From an optimization exercise on the open Yosys and OpenROAD flow, aimed at small area, a short achievable clock period and few clock cycles; shortcuts taken in it are not production practice. Where RTL was checked, it was by simulation tests only, not by an equivalence proof against the original. Power is estimated from default activity; no workload was simulated.

==> flow/design.v <==
module FAdd(
    input rst,
    input clk,
    input  [31:0]               a,
    input  [31:0]               b,
    output reg [31:0]           c,
    output reg [2:0]            state
);
    wire a_s = a[31];
    wire b_s = b[31];
    wire [7:0] a_e = a[30:23];
    wire [7:0] b_e = b[30:23];
    wire a_h = |a_e;
    wire b_h = |b_e;
    wire a_max = &a_e;
    wire b_max = &b_e;
    wire a_mz = ~|a[22:0];
    wire b_mz = ~|b[22:0];
    wire a_inf = a_max & a_mz;
    wire b_inf = b_max & b_mz;
    wire any_nan = (a_max & ~a_mz) | (b_max & ~b_mz) | (a_inf & b_inf & (a_s ^ b_s));
    wire any_inf = a_inf | b_inf;
    wire swap, same;
    fa_gt #(31) u_cmp(.a(b[30:0]), .b(a[30:0]), .gt(swap), .eq(same));
    wire [7:0] ea1 = {a_e[7:1], a_e[0] | ~a_h};    
    wire [7:0] eb1 = {b_e[7:1], b_e[0] | ~b_h};
    wire eb_gt;
    fa_gt #(8) u_ecmp(.a(b_e), .b(a_e), .gt(eb_gt), .eq());    
    wire [7:0] d = eb_gt ? eb1 - ea1 : ea1 - eb1;
    wire [7:0] e_big = swap ? eb1 : ea1;
    wire s_big = swap ? b_s : a_s;
    wire [23:0] m_big = swap ? {b_h, b[22:0]} : {a_h, a[22:0]};
    wire [23:0] m_sml = swap ? {a_h, a[22:0]} : {b_h, b[22:0]};
    wire sub = a_s ^ b_s;
    wire big = |d[7:5];
    reg [25:0] t;
    reg        st;
    integer k;
    always @* begin
        t = {m_sml, 2'b00};
        st = 1'b0;
        for (k = 0; k < 5; k = k + 1)
            if (d[k]) begin
                st = st | |(t & ((26'd1 << (1 << k)) - 1));
                t = t >> (1 << k);
            end
    end
    wire [25:0] al = big ? 26'd0 : t;
    wire sticky = big ? |m_sml : st;
    wire [27:0] op_s = {1'b0, al, sticky};
    wire [27:0] sum;
    fa_add #(28) u_add(.x({1'b0, m_big, 3'b000}), .y(op_s ^ {28{sub}}), .ci(sub), .s(sum));
    reg first_n;               
    reg [27:0] r_sum;
    reg [7:0]  r_e;
    reg        r_s;
    reg        r_nan;
    reg        r_inf;
    always @(posedge clk) begin
        first_n <= rst;
        if (!first_n) begin
            r_sum <= sum;
            r_e   <= e_big;
            r_s   <= s_big & ~(sub & same);    
            r_nan <= any_nan;
            r_inf <= any_inf;
        end
    end
    reg [27:0] lim;
    integer i;
    always @* begin
        for (i = 0; i < 28; i = i + 1)
            lim[i] = (r_e == 27 - i);
    end
    wire [27:0] lz_in = r_sum | lim;
    wire [4:0] lz;
    fa_lzc u_lzc(.x({lz_in, 4'b0000}), .n(lz), .zero());
    wire [27:0] n = r_sum << lz;
    wire [7:0] ex = {8{n[27]}} & (r_e + 8'd1 - {3'b0, lz});
    wire rnd = n[3] & (n[2] | n[1] | n[0] | n[4]);
    wire [30:0] pk;
    fa_inc #(31) u_inc(.x({ex, n[26:4]}), .ci(rnd), .s(pk));
    wire ovf = (r_e == 8'd254) & r_sum[27];
    always @* begin
        state = {3{first_n}};
        if (r_nan)
            c = 32'h7f800001;
        else if (r_inf | ovf)
            c = {r_s, 8'hff, 23'd0};
        else
            c = {r_s, pk};
    end
endmodule
module fa_add #(parameter N = 28) (
    input  [N-1:0] x,
    input  [N-1:0] y,
    input          ci,
    output [N-1:0] s
);
    localparam M = N + 1;
    reg [M-1:0] g, p, gn, pn;
    integer l, i;
    always @* begin
        g = {x & y, ci};
        p = {x ^ y, 1'b0};
        for (l = 1; l < M; l = l * 2) begin
            gn = g; pn = p;
            for (i = 0; i < M; i = i + 1)
                if ((i / l) % 2 == 1) begin
                    gn[i] = g[i] | (p[i] & g[(i/l)*l - 1]);
                    pn[i] = p[i] & p[(i/l)*l - 1];
                end
            g = gn; p = pn;
        end
    end
    assign s = x ^ y ^ g[M-2:0];
endmodule
module fa_inc #(parameter N = 31) (
    input  [N-1:0] x,
    input          ci,
    output [N-1:0] s
);
    reg [N-1:0] p, pn;
    integer l, i;
    always @* begin
        p = x;
        for (l = 1; l < N; l = l * 2) begin
            pn = p;
            for (i = 0; i < N; i = i + 1)
                if ((i / l) % 2 == 1) pn[i] = p[i] & p[(i/l)*l - 1];
            p = pn;
        end
    end
    assign s = x ^ ({p[N-2:0], 1'b1} & {N{ci}});
endmodule
module fa_gt #(parameter N = 31) (
    input  [N-1:0] a,
    input  [N-1:0] b,
    output         gt,
    output         eq
);
    reg [N-1:0] g, e, gn, en;
    integer l, i;
    always @* begin
        g = a & ~b;
        e = ~(a ^ b);
        for (l = 1; l < N; l = l * 2) begin
            gn = g; en = e;
            for (i = 0; i < N; i = i + 1)
                if ((i / l) % 2 == 1) begin
                    gn[i] = g[i] | (e[i] & g[(i/l)*l - 1]);
                    en[i] = e[i] & e[(i/l)*l - 1];
                end
            g = gn; e = en;
        end
    end
    assign gt = g[N-1];
    assign eq = e[N-1];
endmodule
module fa_lzc (
    input  [31:0] x,
    output [4:0]  n,
    output        zero
);
    reg [15:0] z0;  reg [15:0] c0;       
    reg [7:0]  z1;  reg [15:0] c1;       
    reg [3:0]  z2;  reg [11:0] c2;       
    reg [1:0]  z3;  reg [7:0]  c3;       
    integer i;
    always @* begin
        for (i = 0; i < 16; i = i + 1) begin
            z0[i] = ~x[2*i+1] & ~x[2*i];
            c0[i] = ~x[2*i+1];
        end
        for (i = 0; i < 8; i = i + 1) begin
            z1[i] = z0[2*i+1] & z0[2*i];
            c1[2*i +: 2] = z0[2*i+1] ? {1'b1, c0[2*i]} : {1'b0, c0[2*i+1]};
        end
        for (i = 0; i < 4; i = i + 1) begin
            z2[i] = z1[2*i+1] & z1[2*i];
            c2[3*i +: 3] = z1[2*i+1] ? {1'b1, c1[2*(2*i) +: 2]} : {1'b0, c1[2*(2*i+1) +: 2]};
        end
        for (i = 0; i < 2; i = i + 1) begin
            z3[i] = z2[2*i+1] & z2[2*i];
            c3[4*i +: 4] = z2[2*i+1] ? {1'b1, c2[3*(2*i) +: 3]} : {1'b0, c2[3*(2*i+1) +: 3]};
        end
    end
    assign n = z3[1] ? {1'b1, c3[3:0]} : {1'b0, c3[7:4]};
    assign zero = z3[1] & z3[0];
endmodule
Settings: LEC_CHECK=0, ABC_AREA=1, CAP_MARGIN=20, CORE_MARGIN=2, CORE_UTILIZATION=40, CTS_BUF_LIST=sky130_fd_sc_hd__clkbuf_8, SETUP_SLACK_MARGIN=1.5, SLEW_MARGIN=20; clock period 10.0 ns.
standard.sh (not shown) runs the stock make flow with config.mk's settings and CLKGATE_MAP_FILE= SYNTH_SCRIPT=/design/flow/synth_recipe.tcl, a recipe that flattens the netlist after the stock synthesis.
==> flow/flow/run.sh <==
#!/bin/bash
# Layout flow: the standard flow (standard.sh) with two changes.
#  1. Synthesis is the standard synthesis script, except that ABC maps
#     the logic with flow/map.abc instead of ORFS's abc_area.script.  All
#     other synthesis steps, and so every register, are unchanged.
#  2. buffer_ports uses sky130_fd_sc_hd__buf_2 for the port buffers (every
#     input and output still gets its own buffer).
set -euo pipefail
W=$(pwd)
cat > "$W/my_synth.tcl" <<EOT
proc abc {args} {
  set i [lsearch -exact \$args -script]
  if {\$i >= 0} { lset args [expr {\$i+1}] $W/flow/map.abc }
  yosys abc {*}\$args
}
source $W/synth_recipe.tcl
EOT
sed "s#SYNTH_SCRIPT=[^ ]*#SYNTH_SCRIPT=$W/my_synth.tcl#" standard.sh > my_standard.sh
grep -q "SYNTH_SCRIPT=$W/my_synth.tcl" my_standard.sh
export BUFFER_PORTS_ARGS="-buffer_cell sky130_fd_sc_hd__buf_2"
bash my_standard.sh > standard.log 2>&1
==> flow/flow/map.abc <==
&get -n
&st
&dch
&nf -R 1000
&put
topo
stime -c
buffer -c
upsize -c
dnsize -c
Next try:
--- a/flow/design.v
+++ b/flow/design.v
@@ -21,15 +21,13 @@
     wire any_nan = (a_max & ~a_mz) | (b_max & ~b_mz) | (a_inf & b_inf & (a_s ^ b_s));
     wire any_inf = a_inf | b_inf;
     wire swap, same;
     fa_gt #(31) u_cmp(.a(b[30:0]), .b(a[30:0]), .gt(swap), .eq(same));
     wire [7:0] ea1 = {a_e[7:1], a_e[0] | ~a_h};    
     wire [7:0] eb1 = {b_e[7:1], b_e[0] | ~b_h};
-    wire eb_gt;
-    fa_gt #(8) u_ecmp(.a(b_e), .b(a_e), .gt(eb_gt), .eq());    
-    wire [7:0] d = eb_gt ? eb1 - ea1 : ea1 - eb1;
+    wire [7:0] d = swap ? eb1 - ea1 : ea1 - eb1;
     wire [7:0] e_big = swap ? eb1 : ea1;
     wire s_big = swap ? b_s : a_s;
     wire [23:0] m_big = swap ? {b_h, b[22:0]} : {a_h, a[22:0]};
     wire [23:0] m_sml = swap ? {a_h, a[22:0]} : {b_h, b[22:0]};
     wire sub = a_s ^ b_s;
     wire big = |d[7:5];
Result: The new run went through all stages and came out clean. Clock power is about the same. Hold slack hardly moves. Final area decreases slightly. Synthesized area decreases slightly. Fmax decreases slightly. Routed wire length came out lower slightly. Sequential power barely changes. Core utilization fell by 0.19 points. Die area shrinks slightly. Power fell by a few percent. Global-route usage went down by 0.33 points. Clock-buffer cell count does not change.
Testbench counts after the change, summed over its fixed seeds: cycles 24,000.
The RTL of the first run of this note was laid out without a check of its function.

## what the ideal ports hide
No port has a modelled driver above. Below, the same layouts with a new extraction and two added sets of constraints.
Step 1 sets driving cells, clkbuf_16 on the clock port and buf_2 on the other inputs (assumed; they add their load-dependent delay and slew).
Step 2 also shifts input and output timing later by t, the mid clock arrival at the registers, as if the neighbouring blocks saw the same clock.
Slacks: no drivers / after step 1 / after step 2; pairs: no drivers / after step 1.
run	shift t [ns]	setup slack, ns	worst hold slack (ns)
the first run	0.320	1.914 / 1.881 / 1.878	0.883 / 0.883 / 0.883
the second run	0.317	1.876 / 1.845 / 1.596	0.881 / 0.881 / 0.881
After both steps setup and hold are still met in every run listed. For the second run, which loses most, drivers alone change the setup slack by -0.031 ns; drivers and shift together by -0.280 ns.
